Context: an optimization exercise on an open-source flow, tuned for small area. The choices shown serve that exercise and are no tape-out recipe. In this exercise RTL edits were held to simulation tests only and were not proved equivalent to the original. Power and IR drop assume default switching activity.

===== flow/config.mk =====
export PLATFORM = sky130hd
export DESIGN_NAME = odu_count_gen_fifo
export DESIGN_NICKNAME = odu_count_gen_fifo
export VERILOG_FILES = /design/flow/design.v
export SDC_FILE = /design/flow/constraint.sdc
export NUM_CORES = 4
export LEC_CHECK = 0
export ABC_AREA = 1
export CAP_MARGIN = 20
export CORE_AREA = 4 4 276 276
export DIE_AREA = 0 0 280 280
export PLACE_DENSITY = 0.6
export SLEW_MARGIN = 20

===== flow/constraint.sdc =====
create_clock -name core_clock -period 6.0 [get_ports {clk}]
set_input_delay 1.2000 -clock core_clock [delete_from_list [all_inputs] [get_ports {clk}]]
set_output_delay 1.2000 -clock core_clock [all_outputs]
set_load 0.01 [all_outputs]

===== flow/design.v =====
`timescale 1ns / 1ps
module fifo_control
    #(
        parameter ADDR_WIDTH = 3
    )
    (
        input   clk,
        input   reset,
        input   r_en,
        input   w_en,
        output  empty,
        output  full,
        output  [ADDR_WIDTH - 1: 0] w_addr,
        output  [ADDR_WIDTH - 1: 0] r_addr
    );
    reg  [ADDR_WIDTH: 0] w_ptr_reg;
    reg  [ADDR_WIDTH: 0] r_ptr_reg;
    always @(posedge clk) begin
        if (reset)
            w_ptr_reg <= 0;
        else if (w_en & !full)
            w_ptr_reg <= w_ptr_reg + 1'b1;
    end
    always @(posedge clk) begin
        if (reset)
            r_ptr_reg <= 0;
        else if (r_en & !empty)
            r_ptr_reg <= r_ptr_reg + 1'b1;
    end
    assign empty  = (r_ptr_reg == w_ptr_reg);
    assign full   = (w_ptr_reg[ADDR_WIDTH-1:0] == r_ptr_reg[ADDR_WIDTH-1:0]) &
                    (w_ptr_reg[ADDR_WIDTH] ^ r_ptr_reg[ADDR_WIDTH]);
    assign w_addr = w_ptr_reg[ADDR_WIDTH-1:0];
    assign r_addr = r_ptr_reg[ADDR_WIDTH-1:0];
endmodule
`timescale 1ns / 1ps
module fifo_dual_port_ram_simple
    #(
        parameter DATA_WIDTH = 384,
        parameter ADDR_WIDTH = 3
    )
    (
        input                        clk,
        input                        w_en,
        input                        reset,
        input   [ADDR_WIDTH - 1 : 0] w_addr,
        input   [ADDR_WIDTH - 1 : 0] r_addr,
        input   [DATA_WIDTH - 1 : 0] w_data,
        output  [DATA_WIDTH  -1 : 0] r_data,
        output                       r_filled    
    );
    reg [DATA_WIDTH - 1: 0] mem [0: 2**ADDR_WIDTH - 1];
    reg [2**ADDR_WIDTH - 1: 0] filled;
    assign r_data   = mem[r_addr];
    assign r_filled = filled[r_addr];
    always @(posedge clk) begin
        if (w_en)
            mem[w_addr] <= w_data;
    end
    always @(posedge clk) begin
        if (reset)
            filled <= 'd0;
        else if (w_en)
            filled[w_addr] <= 1'b1;
    end
endmodule
`timescale 1ns / 1ps
module fifo_syn_depth8
    #(
        parameter DATA_WIDTH = 384,
        parameter ADDR_WIDTH = 3
    )
    (
        input   clk,
        input   reset,
        input   w_en,
        input   r_en,
        input   [DATA_WIDTH - 1: 0] w_data,
        output  empty,
        output  full,
        output  [DATA_WIDTH -1: 0] r_data,
        output  r_filled
    );
    wire [ADDR_WIDTH - 1: 0] w_addr;
    wire [ADDR_WIDTH - 1: 0] r_addr;
    fifo_dual_port_ram_simple #(
        .DATA_WIDTH(DATA_WIDTH),
        .ADDR_WIDTH(ADDR_WIDTH)
        )
    fifo_dual_port_ram_instance(
        .clk     (clk),
        .reset   (reset),
        .w_en    (w_en & ~full),
        .w_addr  (w_addr),
        .r_addr  (r_addr),
        .w_data  (w_data),
        .r_data  (r_data),
        .r_filled(r_filled)
        );
    fifo_control #(
        .ADDR_WIDTH(ADDR_WIDTH)
        )
    fifo_control_instance(
        .clk     (clk),
        .reset   (reset),
        .r_en    (r_en),
        .w_en    (w_en),
        .empty   (empty),
        .full    (full),
        .w_addr  (w_addr),
        .r_addr  (r_addr)
        );
endmodule
`timescale 1ns / 1ps
module osu_gen_data(
        input           clk,
        input           rst,
        input           enable,
        output [7:0]    p1_base,     
        output          p1_hdr,      
        output          p1_zero,     
        output [7:0]    p2_base,
        output          p2_hdr,
        output          p2_zero
    );
    reg [1:0] count_packet;
    reg [7:0] payload_count_byte;
    reg       osu_valid;
    reg [1:0] gen_count;             
    always @(posedge clk) begin
        if (rst) begin
            count_packet       <= 2'd0;
            payload_count_byte <= 8'hff;
            osu_valid          <= 1'b0;
            gen_count          <= 2'd0;
        end else begin
            osu_valid <= enable;
            if (enable) begin
                count_packet       <= count_packet + 2'd1;
                payload_count_byte <= payload_count_byte + ((count_packet == 2'd0) ? 8'd41 : 8'd48);
                if (gen_count != 2'd3)
                    gen_count <= gen_count + 2'd1;
            end
        end
    end
    wire [1:0] cp1 = osu_valid ? count_packet - 2'd1 : count_packet;
    assign p1_base = osu_valid ? payload_count_byte - ((count_packet == 2'd1) ? 8'd41 : 8'd48)
                               : payload_count_byte;
    assign p1_hdr  = (cp1 == 2'd1);
    assign p2_hdr  = (cp1 == 2'd2);
    assign p2_base = p1_base - (p1_hdr ? 8'd41 : 8'd48);
    assign p1_zero = osu_valid ? (gen_count <= 2'd1) : (gen_count == 2'd0);
    assign p2_zero = osu_valid ? (gen_count <= 2'd2) : (gen_count <= 2'd1);
endmodule
`timescale 1ns / 1ps
module odu_gen_data(
        input           clk,
        input           rst,
        input           enable,
        output [29:0]   word_out,
        output          valid_gen_out,
        output [1:0]    mfas_out        
        );
    localparam [3:0]
        STATE_IDLE          = 4'd0,
        STATE_OSU_WAIT      = 4'd1,
        STATE_OVERHEAR_ROW1 = 4'd2,
        STATE_PAYLOAD_ROW1  = 4'd3,
        STATE_END_ROW1      = 4'd4,
        STATE_OVERHEAR_ROW2 = 4'd5,
        STATE_PAYLOAD_ROW2  = 4'd6,
        STATE_END_ROW2      = 4'd7,
        STATE_OVERHEAR_ROW3 = 4'd8,
        STATE_PAYLOAD_ROW3  = 4'd9,
        STATE_END_ROW3      = 4'd10;
    reg [3:0]   state_reg;
    reg [6:0]   osu_count_reg;
    reg         osu_gen_enable_reg;
    reg         valid_gen_out_reg;
    reg [3:0]   odu_row_count_reg;
    reg [29:0]  word_reg;
    reg         word_set;        
    wire [7:0]  p1_base, p2_base;
    wire        p1_hdr, p1_zero, p2_hdr, p2_zero;
    osu_gen_data osu_gen_data_instance(
        .clk     (clk),
        .rst     (rst),
        .enable  (osu_gen_enable_reg & enable),
        .p1_base (p1_base),
        .p1_hdr  (p1_hdr),
        .p1_zero (p1_zero),
        .p2_base (p2_base),
        .p2_hdr  (p2_hdr),
        .p2_zero (p2_zero)
    );
    function [9:0] pchunk;
        input [7:0] base;
        input       hdr;
        input       zero;
        input [1:0] c;
        begin
            pchunk[9:8] = zero ? 2'd0 : ((c == 2'd2) && hdr) ? 2'd2 : 2'd1;
            pchunk[7:0] = {base[7:4] - {2'b00, c}, base[3:0]};
        end
    endfunction
    wire [9:0] p1c1 = pchunk(p1_base, p1_hdr, p1_zero, 2'd1);
    wire [9:0] p1c2 = pchunk(p1_base, p1_hdr, p1_zero, 2'd2);
    wire [9:0] p2c0 = pchunk(p2_base, p2_hdr, p2_zero, 2'd0);
    wire [9:0] p2c1 = pchunk(p2_base, p2_hdr, p2_zero, 2'd1);
    wire [9:0] p2c2 = pchunk(p2_base, p2_hdr, p2_zero, 2'd2);
    wire [9:0] hdr  = {2'd3, 4'd0, odu_row_count_reg};
    wire [9:0] stuf = {2'd3, 8'd0};
    reg [29:0] word_next;
    reg [3:0]  state_next;
    reg [6:0]  osu_count_next;
    reg        osu_gen_enable_next;
    reg        valid_next;
    reg [3:0]  row_next;
    always @* begin
        state_next          = state_reg;
        osu_count_next      = osu_count_reg;
        osu_gen_enable_next = osu_gen_enable_reg;
        valid_next          = 1'b1;
        row_next            = odu_row_count_reg;
        word_next           = word_reg;
        case (state_reg)
            STATE_IDLE: begin
                state_next          = STATE_OSU_WAIT;
                osu_gen_enable_next = 1'b1;
                osu_count_next      = 7'd0;
                valid_next          = 1'b0;
                row_next            = 4'd0;
                word_next           = {2'd0, 2'd3, 26'd0};
            end
            STATE_OSU_WAIT: begin
                state_next = STATE_OVERHEAR_ROW1;
                valid_next = 1'b0;
            end
            STATE_OVERHEAR_ROW1: begin
                state_next     = STATE_PAYLOAD_ROW1;
                osu_count_next = osu_count_reg + 7'd1;
                row_next       = odu_row_count_reg + 4'd1;
                word_next      = {hdr[9:8], p1c2[9:8], p1c1[9:8], hdr[7:0], p1c2[7:0], p1c1[7:0]};
            end
            STATE_PAYLOAD_ROW1: begin
                osu_count_next = osu_count_reg + 7'd1;
                word_next      = {p2c0[9:8], p1c2[9:8], p1c1[9:8], p2c0[7:0], p1c2[7:0], p1c1[7:0]};
                if (osu_count_reg == 7'd78) state_next = STATE_END_ROW1;
            end
            STATE_END_ROW1: begin
                osu_count_next = 7'd0;
                state_next     = STATE_OVERHEAR_ROW2;
                word_next      = {p2c0[9:8], p1c2[9:8], stuf[9:8], p2c0[7:0], p1c2[7:0], stuf[7:0]};
            end
            STATE_OVERHEAR_ROW2: begin
                state_next     = STATE_PAYLOAD_ROW2;
                osu_count_next = osu_count_reg + 7'd1;
                row_next       = odu_row_count_reg + 4'd1;
                word_next      = {hdr[9:8], p2c1[9:8], p2c0[9:8], hdr[7:0], p2c1[7:0], p2c0[7:0]};
            end
            STATE_PAYLOAD_ROW2: begin
                osu_count_next = osu_count_reg + 7'd1;
                word_next      = {p2c2[9:8], p2c1[9:8], p2c0[9:8], p2c2[7:0], p2c1[7:0], p2c0[7:0]};
                if (osu_count_reg == 7'd78) begin
                    state_next          = STATE_END_ROW2;
                    osu_gen_enable_next = 1'b1;
                end
                if (osu_count_reg == 7'd77)
                    osu_gen_enable_next = 1'b0;
            end
            STATE_END_ROW2: begin
                osu_gen_enable_next = 1'b1;
                osu_count_next      = 7'd0;
                state_next          = STATE_OVERHEAR_ROW3;
                word_next           = {p1c2[9:8], p1c1[9:8], stuf[9:8], p1c2[7:0], p1c1[7:0], stuf[7:0]};
            end
            STATE_OVERHEAR_ROW3: begin
                state_next     = STATE_PAYLOAD_ROW3;
                osu_count_next = osu_count_reg + 7'd1;
                row_next       = odu_row_count_reg + 4'd1;
                word_next      = {hdr[9:8], p2c0[9:8], p1c2[9:8], hdr[7:0], p2c0[7:0], p1c2[7:0]};
            end
            STATE_PAYLOAD_ROW3: begin
                osu_gen_enable_next = 1'b1;
                osu_count_next      = osu_count_reg + 7'd1;
                word_next           = {p2c1[9:8], p2c0[9:8], p1c2[9:8], p2c1[7:0], p2c0[7:0], p1c2[7:0]};
                if (osu_count_reg == 7'd78) begin
                    state_next          = STATE_END_ROW3;
                    osu_gen_enable_next = 1'b0;
                end
            end
            STATE_END_ROW3: begin
                osu_gen_enable_next = 1'b1;
                osu_count_next      = 7'd0;
                state_next          = STATE_OVERHEAR_ROW1;
                word_next           = {p2c1[9:8], p2c0[9:8], stuf[9:8], p2c1[7:0], p2c0[7:0], stuf[7:0]};
            end
            default: begin
                state_next = STATE_IDLE;
                valid_next = valid_gen_out_reg;
            end
        endcase
    end
    always @(posedge clk) begin
        if (enable)
            word_reg <= word_next;
    end
    always @(posedge clk) begin
        if (rst)
            word_set <= 1'b0;
        else if (enable)
            word_set <= 1'b1;
    end
    always @(posedge clk) begin
        if (rst) begin
            valid_gen_out_reg  <= 1'b0;
            state_reg          <= STATE_IDLE;
            osu_count_reg      <= 7'd0;
            osu_gen_enable_reg <= 1'b0;
            odu_row_count_reg  <= 4'd0;
        end else if (enable) begin
            valid_gen_out_reg  <= valid_next;
            state_reg          <= state_next;
            osu_count_reg      <= osu_count_next;
            osu_gen_enable_reg <= osu_gen_enable_next;
            odu_row_count_reg  <= (odu_row_count_reg == 4'd12) ? 4'd0 : row_next;
        end else
            valid_gen_out_reg  <= 1'b0;
    end
    wire [3:0] row_sub_1 = odu_row_count_reg - 4'd1;
    assign mfas_out      = {row_sub_1[3], ~row_sub_1[3] & row_sub_1[2]};
    assign word_out      = {word_reg[29:24] & {6{word_set}}, word_reg[23:0]};
    assign valid_gen_out = valid_gen_out_reg;
endmodule
module odu_word_decode #(parameter HAS_ONES = 1) (
        input  [29:0]  word,
        output [383:0] data,
        output         frame_start,
        output         row_start
        );
    wire [1:0] m2 = word[29:28], m1 = word[27:26], m0 = word[25:24];
    wire       ones = HAS_ONES ? (m1 == 2'd3) : 1'b0;
    odu_chunk_decode #(.KIND(2)) chunk2 (
        .b(word[23:16]), .ones(ones), .en_lo(m2[0] ^ m2[1]), .en_hi(m2[0] & ~m2[1]),
        .spec(m2[0] & m2[1]), .d(data[383:256]));
    odu_chunk_decode #(.KIND(0)) chunk1 (
        .b(word[15:8]), .ones(ones), .en_lo(m1[0] ^ m1[1]), .en_hi(m1[0] & ~m1[1]),
        .spec(1'b0), .d(data[255:128]));
    odu_chunk_decode #(.KIND(1)) chunk0 (
        .b(word[7:0]), .ones(ones), .en_lo(m0[0] ^ m0[1]), .en_hi(m0[0] & ~m0[1]),
        .spec(m0[0] & m0[1]), .d(data[127:0]));
    assign row_start   = ~ones & m2[0] & m2[1];
    assign frame_start = row_start & ~word[17] & ~word[16];
endmodule
module odu_chunk_decode #(parameter KIND = 0) (
        input  [7:0]   b,
        input          ones,
        input          en_lo,
        input          en_hi,
        input          spec,
        output [127:0] d
        );
    function lt;
        input [3:0] x;
        input [3:0] c;
        input integer n;
        integer i;
        begin
            lt = 1'b0;
            for (i = 0; i < n; i = i + 1)
                lt = c[i] ? (~x[i] | lt) : (~x[i] & lt);
        end
    endfunction
    function cbit;
        input [7:0] bb;
        input integer j;
        input integer p;
        reg   [3:0] n;
        reg   [7:0] mf;
        begin
            if (KIND == 1)
                cbit = (p == 0 || p == 3 || p == 4 || p == 7);
            else if (KIND == 2) begin
                n  = {bb[1] & bb[0], bb[1] ^ bb[0], ~bb[0]};
                mf = {bb[3], bb[2], {6{bb[3] & bb[2]}}};
                if (j == 1)
                    cbit = (~bb[1] & ~bb[0]) ? mf[p] : n[p % 4];
                else
                    cbit = n[p % 4];
            end else
                cbit = 1'b0;
        end
    endfunction
    wire [3:0] h   = b[7:4];
    wire [3:0] hm1 = {h[3] ^ ~(h[2] | h[1] | h[0]), h[2] ^ ~(h[1] | h[0]), h[1] ^ ~h[0], ~h[0]};
    genvar j, p;
    generate
        for (j = 0; j < 16; j = j + 1) begin : g_byte
            wire en = (j < 9) ? en_lo : en_hi;
            for (p = 0; p < 8; p = p + 1) begin : g_bit
                wire raw0, raw1, sel;
                if (p >= 4) begin : g_hi
                    assign raw0 = h[p - 4];
                    assign raw1 = hm1[p - 4];
                    assign sel  = lt(b[3:0], j, 4);
                end else begin : g_lo
                    assign raw0 = b[p] ^ ((j >> p) & 1);
                    assign raw1 = ~b[p] ^ ((j >> p) & 1);
                    assign sel  = lt(b[3:0], j, p);
                end
                wire c  = cbit(b, j, p);
                wire g0 = ones | (en & raw0) | (spec & c);
                wire g1 = ones | (en & raw1) | (spec & c);
                assign d[8*j + p] = sel ? g1 : g0;
            end
        end
    endgenerate
endmodule
`timescale 1ns / 1ps
module odu_count_reg(
        input   clk,
        input   rst,
        input   enable_chid,
        input   chid_type,
        output  enable_gen_data
    );
    reg [16:0] value_count_reg;
    assign enable_gen_data = chid_type ? (value_count_reg >= 17'd9373)
                                       : (value_count_reg >= 17'd74984);
    always @(posedge clk) begin
        if (rst)
            value_count_reg <= 17'd0;
        else if (enable_chid) begin
            if (enable_gen_data)
                value_count_reg <= value_count_reg - (chid_type ? 17'd9373 : 17'd74984);
            else
                value_count_reg <= value_count_reg + (chid_type ? 17'd7 : 17'd9);
        end
    end
endmodule
`timescale 1ns / 1ps
module odu_count_gen_fifo(
    input           clk,
    input           rst,
    input           enable_chid,
    input           type_chid,
    input           fifo_read_enable,
    output          fifo_empty,
    output [394:0]  fifo_data_out,
    output [383:0]  data_chid,
    output          data_valid_chid
    );
    wire         enable_gen_data;
    wire [29:0]  word;
    wire         valid;
    wire [1:0]   mfas;
    wire [31:0]  fifo_entry;        
    wire         empty;
    wire         fifo_filled;
    wire [31:0]  fifo_word;         
    odu_count_reg odu_count_reg_instance(
        .clk             (clk),
        .rst             (rst),
        .enable_chid     (enable_chid),
        .chid_type       (type_chid),
        .enable_gen_data (enable_gen_data)
    );
    odu_gen_data odu_gen_data_instance(
        .clk           (clk),
        .rst           (rst),
        .enable        (enable_gen_data),
        .word_out      (word),
        .valid_gen_out (valid),
        .mfas_out      (mfas)
    );
    fifo_syn_depth8 #(
        .DATA_WIDTH(32),
        .ADDR_WIDTH(1)
        )
    fifo_syn_depth8_instace (
        .clk    (clk),
        .reset  (rst),
        .w_en   (valid),
        .r_en   (fifo_read_enable & ~empty),
        .w_data ({mfas, word}),
        .empty  (empty),
        .full   (),
        .r_data (fifo_entry),
        .r_filled(fifo_filled)
        );
    assign fifo_word = {fifo_entry[31:24] & {8{fifo_filled}}, fifo_entry[23:0]};
    wire fifo_frame_start, fifo_row_start;
    odu_word_decode data_decode(
        .word        (word),
        .data        (data_chid),
        .frame_start (),
        .row_start   ()
    );
    odu_word_decode #(.HAS_ONES(0)) fifo_decode(
        .word        (fifo_word[29:0]),
        .data        (fifo_data_out[393:10]),
        .frame_start (fifo_frame_start),
        .row_start   (fifo_row_start)
    );
    assign fifo_data_out[394]   = |fifo_word[29:24];
    assign fifo_data_out[9]     = fifo_frame_start;
    assign fifo_data_out[8]     = fifo_row_start;
    assign fifo_data_out[7:0]   = {fifo_word[31:30], 6'd0};
    assign fifo_empty           = empty;
    assign data_valid_chid      = valid;
endmodule

===== flow/flow/run.sh =====
#!/bin/bash
# The standard flow with two changes:
#  - after the standard synthesis, the combinational cells are re-mapped for
#    area (remap.sh); the flip-flops are left exactly as synthesis made them;
#  - the port buffers use the smallest buffer cell (sky130_fd_sc_hd__buf_1).
set -euo pipefail
export BUFFER_PORTS_ARGS="-buffer_cell sky130_fd_sc_hd__buf_1"
RES=orfs/results/${FLOW_PLATFORM:-sky130hd}/odu_count_gen_fifo/base
bash standard.sh synth > log_1_standard_synth.txt 2>&1
cp $RES/1_2_yosys.v 1_2_yosys_standard.v
bash flow/remap.sh 1_2_yosys_standard.v 1_2_yosys_remap.v log_2_remap_yosys.txt
cp 1_2_yosys_remap.v $RES/1_2_yosys.v
touch $RES/1_2_yosys.v
bash standard.sh > log_3_standard_finish.txt 2>&1

===== flow/flow/remap.sh =====
#!/bin/bash
# remap.sh IN.v OUT.v LOG
# Re-maps the combinational cells of the standard synthesis netlist IN.v for
# area with ABC's area mapper, keeping every flip-flop instance (name, cell
# type, connections and the names of the nets its Q pin drives) unchanged.
set -euo pipefail
IN=$1; OUT=$2; LOG=$3
FLOW=${FLOW_HOME:-/OpenROAD-flow-scripts/flow}
LIB=$FLOW/platforms/sky130hd/lib/sky130_fd_sc_hd__tt_025C_1v80.lib
YOSYS=$(command -v yosys || echo /OpenROAD-flow-scripts/tools/install/yosys/bin/yosys)
SEQ=$(grep -o 'sky130_fd_sc_hd__[a-z0-9_]*' $IN | sort -u | grep -E '__(e?s?df|dl|sdl|edf)' | tr '\n' ' ')
DU=""
for c in $(grep -o 'sky130_fd_sc_hd__\(lpflow_[a-z0-9_]*\|probe[a-z_0-9]*\)' $LIB | sort -u); do DU="$DU -dont_use $c"; done
A="strash;dch,-f;amap;topo"
cat > ${OUT%.v}.ys <<EOY
read_liberty -ignore_miss_func $LIB
read_verilog $IN
hierarchy -top odu_count_gen_fifo
blackbox $SEQ
flatten
rename -hide w:_*_.*
opt_clean
stat -liberty $LIB
abc -liberty $LIB $DU -script +$A;$A;$A;$A
read_liberty -lib -overwrite $LIB
splitnets
opt_clean -purge
hilomap -singleton -hicell sky130_fd_sc_hd__conb_1 HI -locell sky130_fd_sc_hd__conb_1 LO
insbuf -buf sky130_fd_sc_hd__buf_4 A X
check -assert
stat -liberty $LIB
write_verilog -noattr -nohex -nodec $OUT
EOY
$YOSYS -s ${OUT%.v}.ys > $LOG 2>&1

===== flow/standard.sh =====
#!/bin/bash
# synth_recipe.tcl (not shown) runs the flow's synth.tcl, then flattens the netlist and writes it again
# the make line also repeats each setting of config.mk as NAME=value (left out here)
make -C /OpenROAD-flow-scripts/flow DESIGN_CONFIG=/design/flow/config.mk WORK_HOME=/design/flow/orfs CLKGATE_MAP_FILE= SYNTH_SCRIPT=/design/flow/synth_recipe.tcl "${@:-finish}"

==> impl_metrics.tcl, run 1 <==
set metrics [dict create \
    status "timing/DRC/antenna clean" \
    slew_headroom_pct 26.0 \
    p_switching_mw 2.63 \
    final_layout_size_suffix_gt1_share_pct 3.10 \
    clock_latency_ps 430 \
    crit_top_cell "clkinv_1" \
    p_sw_share_pct 51.7 \
    detail_route.vias_per_cell 5.18 \
    cts_tree "done" \
    crit_type "reg2out" \
    ir_drop_mv 0.163 \
    internal-power_mw 2.46 \
    required_ps 4800 \
    cp_data_arrival_time_ps 4170 \
    core_region_area_mm2 0.0732 \
    syn_inst 2183 \
    cts.sinks 149 \
    wirelength_um 85700 \
    die_y_um 280 \
    drt-initial-drc-count 1680 \
    syn_area_per_cell_um2 6.66 \
    routedWlPerCell_um 22.7 \
    cp_slowest_cell "nor2_1" \
    rsz0062_at_grt "false" \
    gp_congestion 1.03 \
    drc_errors 0 \
    grt_overflow 0 \
    drv_slew 0 \
    die_area_mm2 0.0784 \
    vias 19500 \
    place_hpwl_um 69500 \
    crit_path_end_kind "output port" \
    cts.repair.resized 0 \
    postCtsSetupBuffers 0 \
    crit_fanout 22 \
    core.rowCount 99 \
    netlist_area_mm2 0.0145 \
    first_pass_iters 6 \
    fin_cells 3768 \
    clock.fmax_ghz 0.186 \
    htree_levels 4 \
    yosys_warnings 8 \
    p_leak_nw 5.58 \
    postRouteAntennaNets 0 \
    worstSetupStartpointType "flop" \
    powerDensity_mw_per_mm2 284 \
    cts_buffers 17 \
    finalPower_mw 5.08 \
    grt_pass1_wl_um 120000 \
    hold_path.class "reg2reg" \
    grt_max_degree 67 \
    root_buffer "clkbuf_16" \
    min_period_ps 5370 \
    setup-violations-final 0 \
    grt_pass1_vias 17300 \
    finalClockSkew_ps 14.6 \
    nNetsFinal 2799 \
    start_util_pct 19.9 \
    hold_viol_final 0 \
    tightestPinTransition_ps 1110 \
    maxCapViolCount 0 \
    tns_ps 0 \
    final.period_utilization_pct 89.6 \
    cts.reportedPaths.clkPinSlew_ps 80 \
    p_comb_share_pct 53.3 \
    power.share.sequential_pct 25.8 \
    die_width_um 280 \
    hold_buffers 0 \
    io_pins 786 \
    syn_to_final_growth_pct 23.4 \
    clockPowerShare_pct 20.9 \
    crit_chain "clkinv_1 -> buf_4 -> o22ai_1 -> buf_4 -> clkinv_1 -> nor2_1 -> clkinv_1 -> o22ai_1 -> buf_1" \
    antenna_found_initial 3 \
    cts_buffer_depth 2 \
    holdWs_ps 470 \
    largest_register_ffs 64 \
    numPlacedInstances 3734 \
    critPathMaxStageDelay_ps 770 \
    io_buffer_count 779 \
    track_usage_pct 20.1 \
]
==> per-stage QoR <==
step / utilization, % / setup slack (ps) / cell area [um2]
after floorplan: - / 396 / 14600
after global placement: 23.6 / 905 / 17300
after detailed placement: 23.6 / 870 / 17300
after CTS: 24.5 / 858 / 17900
after global routing: 24.5 / 365 / 17900
final: 24.5 / 626 / 17900
==> power by group through the flow <==
stage	Clock, mW	Combinational, mW	Sequential (mW)
2_1_floorplan	0	1.74	1.28
3_3_place_gp	0	2.66	1.34
3_5_place_dp	0	2.64	1.34
4_1_cts	1.10	2.65	1.32
5_1_grt	1.13	2.91	1.33
6_report	1.06	2.71	1.31
==> metal layers <==
metal	GRT usage, %	up-vias	share of wire, %
met5	0	-	0.019
met4	6.13	2	3.5
met3	6.05	181	10
met2	31.9	1162	45
met1	26.3	9225	41
li1	-	8954	-
==> layout make-up <==
class,instances,area (um2)
Fill cell,8392,55300
Multi-Input combinational cell,1500,7780
Sequential cell,149,3920
Timing Repair Buffer,822,3270
Tap cell,959,1200
Inverter,304,1140
Clock buffer,17,425
Clock inverter,15,183
Antenna cell,2,5.00
==> placed cells by master (no fill, tap or decap), types with 9 or more instances in the layout <==
master,instances
buf_1,776
nor2_1,444
o22ai_1,399
clkinv_1,303
o21ai_0,180
a21oi_1,123
nand2_1,113
edfxtp_1,94
dfxtp_1,55
buf_4,45
nor3_1,44
or2_0,24
a211oi_1,20
a22oi_1,19
a31oi_1,18
o22a_1,17
clkbuf_16,17
o21a_1,11
o221ai_1,10
o32ai_1,9
==> final timing paths <==
path	start	end	slack, ps	cells past startpoint
max	flop	fifo_data_out[303]	630	9
min	odu_gen_data_instance.osu_count_reg[3]$_SDFFE_PP0P_	odu_gen_data_instance.osu_count_reg[3]$_SDFFE_PP0P_	470	1
max reg2reg	odu_count_reg_instance.value_count_reg[10]$_SDFFE_PP0P_	odu_count_reg_instance.value_count_reg[15]$_SDFFE_PP0P_	1170	29
min reg2reg	odu_gen_data_instance.osu_count_reg[3]$_SDFFE_PP0P_	odu_gen_data_instance.osu_count_reg[3]$_SDFFE_PP0P_	470	1
==> worst max-delay path: cells and delay by family (launching register included) <==
family,cells,cell delay [ps]
buf+inv,6,1750
simple gates,1,770
compound gates,2,860
flops,1,330
==> run 2: changes to the inputs <==
--- a/flow/config.mk
+++ b/flow/config.mk
@@ -8,6 +8,8 @@
 export ABC_AREA = 1
 export CAP_MARGIN = 20
 export CORE_AREA = 4 4 276 276
+export CTS_BUF_LIST = sky130_fd_sc_hd__clkbuf_8
+export CTS_CLUSTER_SIZE = 30
 export DIE_AREA = 0 0 280 280
 export PLACE_DENSITY = 0.6
 export SLEW_MARGIN = 20
==> impl_metrics.tcl, run 2 <==
set metrics [dict create \
    min_period_ps 5410 \
    fin_ws_ps 588 \
    maxCapViolCount 0 \
    crit_top_cell "clkinv_1" \
    crit_buf_inv 6 \
    drc_errors 0 \
    critical-path-top-delay-family "buffers and inverters" \
    fill_cells 8412 \
    fin_util_pct 24.2 \
    cts.reportedPaths.clkPinSlew_ps 100 \
    gp_congestion 1.03 \
    place_hpwl_um 69500 \
    layout_common_cells "buf_1, nor2_1, o22ai_1" \
    syn_to_final_growth_pct 22.0 \
    track_usage_pct 20.0 \
    netlist_area_mm2 0.0145 \
    crit_path_end_kind "output port" \
    cts.repair.resized 0 \
    ir_drop_mv 0.111 \
    io_pins 786 \
    die_width_um 280 \
    die_area_mm2 0.0784 \
    setup-violations-final 0 \
    start_util_pct 19.9 \
    cp_slowest_cell "nor2_1" \
    grt_pass1_vias 17300 \
    wirelength_um 85900 \
    tns_ps 0 \
    vias 19600 \
    cts_tree "done" \
    cts.sinks 149 \
    htree_levels 4 \
    hold_viol_final 0 \
    crit_type "reg2out" \
    die_y_um 280 \
    io_buffer_count 779 \
    largest_register_ffs 64 \
    grt_max_degree 67 \
    powerDensity_mw_per_mm2 271 \
    clock_latency_ps 460 \
    crit_chain "clkinv_1 -> buf_4 -> o22ai_1 -> buf_4 -> clkinv_1 -> nor2_1 -> clkinv_1 -> o22ai_1 -> buf_1" \
    slew_headroom_pct 26.6 \
    final_common_cell "buf_1" \
    p_leak_nw 5.49 \
    finalClockSkew_ps 19.3 \
    grt_overflow 0 \
    yosys_warnings 8 \
    antenna_found_initial 4 \
    fin_cells 3768 \
    hold_buffers 0 \
    tightestPinTransition_ps 1100 \
    drv_slew 0 \
    drt-initial-drc-count 1862 \
    grt_pass1_wl_um 120000 \
    root_buffer "clkbuf_8" \
    first_pass_iters 7 \
    final_layout_size_suffix_gt1_share_pct 3.10 \
    cts_buffer_depth 2 \
    final.period_utilization_pct 90.2 \
    nNetsFinal 2799 \
    required_ps 4800 \
    worstSetupStartpointType "flop" \
    syn_area_per_cell_um2 6.66 \
    status "timing/DRC/antenna clean" \
    postRouteAntennaNets 0 \
    cts_buffers 17 \
    post-place-ws_ps 870 \
    detail_route.vias_per_cell 5.20 \
    core.rowCount 99 \
    routedWlPerCell_um 22.8 \
    cp_data_arrival_time_ps 4210 \
    crit_fanout 22 \
    critPathMaxStageDelay_ps 790 \
    core_region_area_mm2 0.0732 \
    syn_inst 2183 \
    hold_path.class "reg2reg" \
    clock.fmax_ghz 0.185 \
    numPlacedInstances 3734 \
    postCtsSetupBuffers 0 \
    finalPower_mw 4.81 \
    rsz0062_at_grt "false" \
]
-- run 2: cell count changes in the layout (fill, tap and decap cells not counted) --
cell | previous run | this run
clkbuf_16 | 17 | 0
clkbuf_8 | 0 | 17
-- run 2: report_power, final --
part	leakage (nW)	switching, mW	internal (mW)
clock	0.204	0.463	0.319
combinational	3.97	2.02	0.697
sequential	1.32	0.115	1.20
-- run 2: path summary, 6_finish.rpt --
| path | endpoint | start | cells after the start | slack, ps |
|---|---|---|---|---|
| setup reg to reg | odu_count_reg_instance.value_count_reg[15]$_SDFFE_PP0P_ | odu_count_reg_instance.value_count_reg[10]$_SDFFE_PP0P_ | 29 | 1160 |
| hold / removal | odu_gen_data_instance.osu_count_reg[3]$_SDFFE_PP0P_ | odu_gen_data_instance.osu_count_reg[3]$_SDFFE_PP0P_ | 1 | 480 |
| setup / recovery | fifo_data_out[303] | flop | 9 | 590 |
| hold reg to reg | odu_gen_data_instance.osu_count_reg[3]$_SDFFE_PP0P_ | odu_gen_data_instance.osu_count_reg[3]$_SDFFE_PP0P_ | 1 | 480 |
-- run 2: cell type report --
| class | count | area, um2 | share of cell area (%) |
|---|---|---|---|
| Multi-Input combinational cell | 1500 | 7780 | 43.9 |
| Sequential cell | 149 | 3920 | 22.1 |
| Timing Repair Buffer | 822 | 3270 | 18.4 |
| Tap cell | 959 | 1200 | 6.76 |
| Inverter | 304 | 1140 | 6.43 |
| Clock buffer | 17 | 234 | 1.32 |
| Clock inverter | 15 | 183 | 1.03 |
| Antenna cell | 2 | 5.00 | 0.0282 |
-- run 2: through the flow --
stage               hold slack, ps  cell area, um2
floorplan                      441           14600
CTS                            481           17700
global route                   513           17700
finish                         476           17700
global placement               453           17300
detailed placement             455           17300
-- run 2: routing by layer --
metal,wire [um],track usage [%],vias to the layer above
met5,16,0,-
met4,2730,5.61,2
met3,9090,6.09,160
met2,38700,32.0,1173
met1,35300,26.3,9266
li1,-,-,8983
-- run 2: worst reg2reg max path: cells and delay by family (launching register included) --
family	cells	cell delay [ps]
compound gates	9	1360
xor+xnor	1	140
buf+inv	5	660
flops	1	420
simple gates	14	2140

==> port drivers added, routing unchanged <==
Ports are ideal in the flow. The routed layouts listed here were re-timed in OpenROAD.
Step 1 assumes that a clkbuf_16 drives the clock port and a buf_2 every other input.
Step 2 times the ports against the registers' clock, not the clock port: input delays grow and output delays shrink by t, the midpoint of the rising clock arrivals with the driver on.
a / b / c = no drivers / after step 1 / after step 2; a / b = the first two.
run | shift t [ns] | setup WS [ns] | worst hold slack (ns) | worst data-port slew with drivers (ns) | pins driven straight from the clock port
run 1 | 0.464 | 0.626 / 0.584 / 0.825 | 0.470 / 0.470 / 0.470 | 0.15 | 1
run 2 | 0.484 | 0.588 / 0.550 / 0.849 | 0.476 / 0.476 / 0.476 | 0.14 | 1
After both steps every run listed still meets setup and hold.
